This is an optimization exercise on Yosys and OpenROAD, whose aim is small area, a short achievable clock period and few clock cycles, not a production implementation. Only simulation tests tie the RTL to the original design; equivalence was not proved. Power is estimated from default activity; no workload was simulated.

Setup of run A:
Design MU0, start of the top module:
module MU0 ( Addr, Dout, Halted, Rd, Wr, cc, fetch, regC, Clk, Din,
     Reset, srcC );
clock: 10.0 ns
lec_check: 0
cap_margin: 20
core_margin: 2
core_utilization: 40
slew_margin: 20
run.sh (not shown) runs the stock make flow with config.mk's settings and CLKGATE_MAP_FILE= SYNTH_SCRIPT=/design/flow/synth_recipe.tcl, a recipe that flattens the netlist after the stock synthesis.
Testbench counts of run A, summed over its fixed seeds: cycles 63,547.
## Diff of input files: run B against run A
- SETUP_SLACK_MARGIN: unset -> 5
==> comparison <==
Sort run B and run A by portion of the clock cycle consumed by the worst path in the final layout, descending, and run A comes first. Run B -> run A: clock network latency to the later pin of the worst-skew pair flat. Taking run A as the reference, in run B post-CTS setup buffer count went up 1, part of the total power dissipated in sequential elements went up 0.2 points, portion of the layout cell area used by clock cells held. Total length of routed met3 wires went down by more than 10% going from run A to run B. From run B to run A, simple-gate share of the synthesized area did not move at all. Run B vs. run A: total of hold buffers inserted after clock tree synthesis comparable; clock period minus final worst setup slack decreased 1080 ps. Run B against run A: fraction of the core area covered by cells at the end of the flow flat, data arrival time of the critical path down 1070 ps.
Setup changes, run B to run C
- SETUP_SLACK_MARGIN no longer set, was 5
==> flow/flow/run.sh (new file) <==
#!/bin/bash
set -euo pipefail
bash standard.sh "SETUP_SLACK_MARGIN=6" "BUFFER_PORTS_ARGS=-buffer_cell sky130_fd_sc_hd__buf_1" finish > standard.log 2>&1
==> flow/standard.sh (new file) <==
#!/bin/bash
# synth_recipe.tcl (not shown) runs the flow's synth.tcl, then flattens the netlist and writes it again
# the make line also repeats each setting of config.mk as NAME=value (left out here)
make -C /OpenROAD-flow-scripts/flow DESIGN_CONFIG=/design/flow/config.mk WORK_HOME=/design/flow/orfs CLKGATE_MAP_FILE= SYNTH_SCRIPT=/design/flow/synth_recipe.tcl "${@:-finish}"
removed: flow/run.sh
==> comparison <==
Run C | status: complete | timing, DRC, antenna: pass. Overall via count from detail_route of run C exceeds that of run B by a few percent. ~same sequential fraction of total cell area in run C and run B. Cell type of the slowest stage on the worst timing path: sky130_fd_sc_hd__buf_16 -> run C, sky130_fd_sc_hd__clkdlybuf4s50_1 -> run B. Count of boundary I/O pins: run B vs run C, no meaningful difference. Relative to run B, worst slack at placement has increased by 640 ps in run C. For overall track demand over capacity in global routing, run B and run C come out practically identical. Between run C and run B, the number of global-route vias before repair is higher for run C.
## Diff of input files: run D against run C
- putting ABC_AREA at 1 where nothing was set
- putting SETUP_SLACK_MARGIN at 5 where nothing was set
- swapping 40 for 60 in CORE_UTILIZATION
==> flow/run.sh (new file) <==
#!/bin/bash
# synth_recipe.tcl (not shown) runs the flow's synth.tcl, then flattens the netlist and writes it again
# the make line also repeats each setting of config.mk as NAME=value (left out here)
make -C /OpenROAD-flow-scripts/flow DESIGN_CONFIG=/design/flow/config.mk WORK_HOME=/design/flow/orfs CLKGATE_MAP_FILE= SYNTH_SCRIPT=/design/flow/synth_recipe.tcl finish
removed: flow/flow/run.sh
removed: flow/standard.sh
## What came out
Of the two values seen for cell with the largest stage delay on the worst path, sky130_fd_sc_hd__buf_16 was produced by run C and sky130_fd_sc_hd__dlygate4sd2_1 by run D.
Relative to run C, die area decreased by about 25% in run D.
Re proportion of layout cells with a drive suffix above 1: run D is 7.3 points down on run C.
Fmax: run D lower than run C
Run C was smaller in final cell area than run D.


== alpha ==
Another version of the RTL of MU0 (not shown whole).
Size in the first run: about 360 cells after synthesis, about 70 I/O pins.
export LEC_CHECK = 0
export CAP_MARGIN = 20
export CORE_MARGIN = 2
export CORE_UTILIZATION = 55
export SLEW_MARGIN = 20
create_clock -name core_clock -period 10.0 [get_ports {Clk}]
standard.sh (not shown) runs the stock make flow with config.mk's settings and CLKGATE_MAP_FILE= SYNTH_SCRIPT=/design/flow/synth_recipe.tcl, a recipe that flattens the netlist after the stock synthesis.
==> flow/flow/run.sh <==
#!/bin/bash
# Standard ORFS layout in parts:
#  1. the standard synthesis; flow/remap.sh then re-maps its combinational
#     logic for area (flip-flops unchanged);
#  2. floorplan and placement; flow/size_io.tcl then sizes the port buffers
#     on the paths from the inputs straight to the outputs (srcC to regC,
#     Reset to Rd and fetch);
#  3. clock tree, routing and the rest.
# Each step's full output is in its own .log file here.
# Ports are buffered with buf_1; timing repair aims at a 5.3 ns setup margin.
set -euo pipefail
K=("SETUP_SLACK_MARGIN=5.3" "BUFFER_PORTS_ARGS=-buffer_cell sky130_fd_sc_hd__buf_1" "CTS_ARGS=-sink_clustering_enable -repair_clock_nets -dont_use_dummy_load -buf_list sky130_fd_sc_hd__clkbuf_8")
R=orfs/results/$FLOW_PLATFORM/MU0/base
bash standard.sh "${K[@]}" synth > standard_synth.log 2>&1
cp $R/1_2_yosys.v standard_1_2_yosys.v
bash flow/remap.sh standard_1_2_yosys.v $R/1_2_yosys.v > remap.log 2>&1
rm -f $R/1_synth.odb $R/1_synth.sdc
bash standard.sh "${K[@]}" place > standard_place.log 2>&1
openroad -no_init -exit flow/size_io.tcl > size_io.log 2>&1
bash standard.sh "${K[@]}" finish > standard_finish.log 2>&1
==> flow/flow/remap.abc <==
strash
dch -f
map -a
topo
==> flow/flow/remap.sh <==
#!/bin/bash
# Re-map the combinational logic of the standard synthesis netlist with ABC
# for area (flow/remap.abc). The flip-flops stay the cells and names the
# standard synthesis gave them: the combinational cells are read as their
# liberty functions and flattened into gates, while the flip-flops and tie
# cells stay black boxes, and ABC maps only the gates. The cells on the
# short paths from the inputs straight to the outputs (srcC to regC, Reset
# to Rd and fetch) are kept as the standard synthesis mapped them.
# usage: flow/remap.sh NETLIST_IN NETLIST_OUT
set -euo pipefail
LIB=$FLOW_HOME/platforms/$FLOW_PLATFORM/lib/sky130_fd_sc_hd__tt_025C_1v80.lib
python3 flow/cellmodels.py $LIB > remap_models.v
cat > remap.ys <<EOY
read_verilog remap_models.v
read_liberty -lib -ignore_redef $LIB
read_verilog $1
hierarchy -top $FLOW_TOP
cd $FLOW_TOP
select -set fwd w:srcC w:Reset %u w:Din %u %co3
select -set bwd w:regC w:Halted %u w:Rd %u w:fetch %u %ci3
select -set keep @fwd @bwd %i t:sky130_fd_sc_hd__df* %d
setattr -set keep_hierarchy 1 @keep
cd
flatten
opt -purge
techmap
opt -fast -purge
abc -liberty $LIB -script flow/remap.abc -dont_use *probe* -dont_use *lpflow*
opt_clean -purge
blackbox sky130_fd_sc_hd__*
stat -liberty $LIB
write_verilog -noattr -nohex -nodec $2
EOY
yosys -l remap_yosys.log remap.ys > /dev/null
Other scripts of this flow, unchanged in this note and not shown: flow/flow/cellmodels.py, flow/flow/size_io.tcl
alpha: done, clean on timing, DRC and antenna
Testbench counts of alpha, summed over its fixed seeds: cycles 63,739.
[inputs] beta vs alpha
-- flow/flow/run.sh --
<<< alpha, line 10
# Ports are buffered with buf_1; timing repair aims at a 5.3 ns setup margin.
set -euo pipefail
K=("SETUP_SLACK_MARGIN=5.3" "BUFFER_PORTS_ARGS=-buffer_cell sky130_fd_sc_hd__buf_1" "CTS_ARGS=-sink_clustering_enable -repair_clock_nets -dont_use_dummy_load -buf_list sky130_fd_sc_hd__clkbuf_8")
R=orfs/results/$FLOW_PLATFORM/MU0/base
bash standard.sh "${K[@]}" synth > standard_synth.log 2>&1
>>> beta, line 10
# Ports are buffered with buf_1; timing repair aims at a 5.3 ns setup margin.
set -euo pipefail
K=("SETUP_SLACK_MARGIN=5.5" "BUFFER_PORTS_ARGS=-buffer_cell sky130_fd_sc_hd__buf_1" "CTS_ARGS=-sink_clustering_enable -repair_clock_nets -dont_use_dummy_load -buf_list sky130_fd_sc_hd__clkbuf_8")
R=orfs/results/$FLOW_PLATFORM/MU0/base
bash standard.sh "${K[@]}" synth > standard_synth.log 2>&1
==> flow/flow/remap.abc <==
strash
dch -f
amap
topo
==> flow/flow/remap.sh <==
#!/bin/bash
# Re-map the combinational logic of the standard synthesis netlist with ABC
# for area (flow/remap.abc). The flip-flops stay the cells and names the
# standard synthesis gave them: the combinational cells are read as their
# liberty functions and flattened into gates, while the flip-flops and tie
# cells stay black boxes, and ABC maps only the gates. The multiplexers
# that srcC selects regC with (mux2i and nor2 cells between srcC and regC)
# are kept as the standard synthesis mapped them, for speed.
# usage: flow/remap.sh NETLIST_IN NETLIST_OUT
set -euo pipefail
LIB=$FLOW_HOME/platforms/$FLOW_PLATFORM/lib/sky130_fd_sc_hd__tt_025C_1v80.lib
python3 flow/cellmodels.py $LIB > remap_models.v
cat > remap.ys <<EOY
read_verilog remap_models.v
read_liberty -lib -ignore_redef $LIB
read_verilog $1
hierarchy -top $FLOW_TOP
cd $FLOW_TOP
select -set fwd w:srcC %co5
select -set bwd w:regC %ci5
select -set keep @fwd @bwd %i t:sky130_fd_sc_hd__mux2i* t:sky130_fd_sc_hd__nor2_* %u %i
setattr -set keep_hierarchy 1 @keep
cd
flatten
opt -purge
techmap
opt -fast -purge
abc -liberty $LIB -script flow/remap.abc -dont_use *probe* -dont_use *lpflow*
opt_clean -purge
blackbox sky130_fd_sc_hd__*
stat -liberty $LIB
write_verilog -noattr -nohex -nodec $2
EOY
yosys -l remap_yosys.log remap.ys > /dev/null
[summary]
Of beta and alpha, alpha shows the higher final cell count, with beta below it. Summary: with alpha as the reference, power in beta moved up by more than 10%. Compared to alpha, beta has setup slack 0.056 ns higher. Between beta and alpha, the difference in source-to-sink clock delay at the later pin of the worst-skew pair is negligible. Leakage power figure deteriorates in beta relative to alpha.
Modified inputs, gamma compared to beta
- SLEW_MARGIN now 0, was 20
- CAP_MARGIN now 0, was 20
-- flow/flow/run.sh --
<<< beta, line 10
# Ports are buffered with buf_1; timing repair aims at a 5.3 ns setup margin.
set -euo pipefail
K=("SETUP_SLACK_MARGIN=5.5" "BUFFER_PORTS_ARGS=-buffer_cell sky130_fd_sc_hd__buf_1" "CTS_ARGS=-sink_clustering_enable -repair_clock_nets -dont_use_dummy_load -buf_list sky130_fd_sc_hd__clkbuf_8")
R=orfs/results/$FLOW_PLATFORM/MU0/base
bash standard.sh "${K[@]}" synth > standard_synth.log 2>&1
>>> gamma, line 10
# Ports are buffered with buf_1; timing repair aims at a 5.3 ns setup margin.
set -euo pipefail
K=("SETUP_SLACK_MARGIN=5.3" "BUFFER_PORTS_ARGS=-buffer_cell sky130_fd_sc_hd__buf_1" "CTS_ARGS=-sink_clustering_enable -repair_clock_nets -dont_use_dummy_load -buf_list sky130_fd_sc_hd__clkbuf_8")
R=orfs/results/$FLOW_PLATFORM/MU0/base
bash standard.sh "${K[@]}" synth > standard_synth.log 2>&1
==> flow/flow/remap.sh <==
#!/bin/bash
# Re-map the combinational logic of the standard synthesis netlist with ABC
# for area (flow/remap.abc). The flip-flops stay the cells and names the
# standard synthesis gave them: the combinational cells are read as their
# liberty functions and flattened into gates, while the flip-flops and tie
# cells stay black boxes, and ABC maps only the gates. The cells on the
# short paths from the inputs straight to the outputs (srcC to regC, Reset
# to Rd and fetch) are kept as the standard synthesis mapped them.
# usage: flow/remap.sh NETLIST_IN NETLIST_OUT
set -euo pipefail
LIB=$FLOW_HOME/platforms/$FLOW_PLATFORM/lib/sky130_fd_sc_hd__tt_025C_1v80.lib
python3 flow/cellmodels.py $LIB > remap_models.v
cat > remap.ys <<EOY
read_verilog remap_models.v
read_liberty -lib -ignore_redef $LIB
read_verilog $1
hierarchy -top $FLOW_TOP
cd $FLOW_TOP
select -set fwd w:srcC w:Reset %u w:Din %u %co3
select -set bwd w:regC w:Halted %u w:Rd %u w:fetch %u %ci3
select -set keep @fwd @bwd %i t:sky130_fd_sc_hd__df* %d
setattr -set keep_hierarchy 1 @keep
cd
flatten
opt -purge
techmap
opt -fast -purge
abc -liberty $LIB -script flow/remap.abc -dont_use *probe* -dont_use *lpflow*
opt_clean -purge
blackbox sky130_fd_sc_hd__*
stat -liberty $LIB
write_verilog -noattr -nohex -nodec $2
EOY
yosys -l remap_yosys.log remap.ys > /dev/null
- Diff beta -> gamma | sequential share of layout area | increase of 1.8 points
- Cell area: gamma vs beta down 5.0%
- The total wire length after detailed routing in gamma was lower than what beta gave.
- | switching share of power | gamma vs beta | 1.1 points lower |
- gamma against beta: multi-input gate count climbed 5; post-synthesis to final-layout area growth dropped 5.5 points.
- Between beta and gamma, the clock-pin slew on the worst setup and hold paths does not differ in any meaningful way.
- Compare gamma and beta | critical path depth higher: gamma
- In the flow results for gamma and beta, the largest fanout on the critical path is larger on gamma.
- Wire length per cell on gamma is down relative to beta.
- Of gamma and beta, it is gamma that has the lower standard cell area after detailed placement.
Edits applied to the flow inputs when going from gamma to delta:
- changing CAP_MARGIN from 0 to 20
- changing SLEW_MARGIN from 0 to 20
==> flow/flow/remap.abc <==
strash
dch -f
amap -m
topo
## What came out
Compared with gamma, delta shows number of global-route vias before repair that has gone down slightly. Count of placed standard cells in the final layout, fillers left out | delta above gamma. delta vs gamma: non-clock buffer count up by a few percent. Changes observed in delta relative to gamma: total standard cell area after synthesis now sits higher; area growth from synthesis to layout up 0.18 points; placeable core region picked up an extra about 0.7%. Final critical path time including I/O delays and setup: higher on gamma. On clock network area share, gamma and delta are neck and neck. Antenna diode instance count: gamma vs delta identical.
For epsilon, these inputs were changed with respect to delta:
- CORE_UTILIZATION: 55 -> 65
==> flow/flow/remap.abc <==
strash
dch -f
amap
topo
## What came out
Taking delta as the reference point, the power share of the combinational group of epsilon falls by 1.0 points. From delta to epsilon the numbers moved as follows: final instance area went down by about 0.5%, clock power comparable, number of ordinary and repair buffers in the finished layout down about 1.4%. In epsilon, the routed wire length came out 220 µm above the value in delta. epsilon: cell count 10 below delta. Actual slew at the worst max-slew pin: epsilon vs delta up 0.075 ns. Diff delta -> epsilon: sequential share of layout area moved up, number of well taps lost 4, number of instances in the placed design went down 8, cell area after synthesis fell about 0.43%.

static timing again, ports no longer ideal:
No port has a modelled driver above. Below, the same layouts with a new extraction and two added sets of constraints. Step 1 assumes that a clkbuf_16 drives the clock port and a buf_2 every other input. Step 2 also shifts input and output timing later by t, the mid clock arrival at the registers, as if the neighbouring blocks saw the same clock. Slacks: ideal ports / drivers / drivers and shift; pairs: ideal ports / drivers.
| run | shift t [ns] | setup WS [ns] | worst setup path at the end | worst data-port slew with drivers (ns) | cell pins on the clock port's net |
|---|---|---|---|---|---|
| run A | 0.330 | 3.985 / 3.956 / 3.956 | input to output | 0.03 | 1 |
| run B | 0.329 | 5.062 / 5.038 / 5.038 | input to output | 0.05 | 1 |
| run C | 0.324 | 5.327 / 5.282 / 5.282 | input to output | 0.08 | 1 |
| run D | 0.329 | 4.997 / 4.972 / 4.972 | input to output | 0.04 | 1 |
| alpha | 0.312 | 5.377 / 5.336 / 5.313 | input to register | 0.04 | 1 |
| beta | 0.325 | 5.432 / 5.274 / 5.221 | input to register | 0.18 | 1 |
| gamma | 0.317 | 5.343 / 5.303 / 5.266 | input to register | 0.04 | 1 |
| delta | 0.318 | 5.364 / 5.323 / 5.185 | input to register | 0.04 | 1 |
| epsilon | 0.321 | 5.315 / 5.283 / 5.276 | input to register | 0.04 | 1 |
After both steps every run listed still meets setup and hold. The setup slack of beta, which loses most, moves by -0.158 ns with the drivers and by -0.211 ns with both steps.
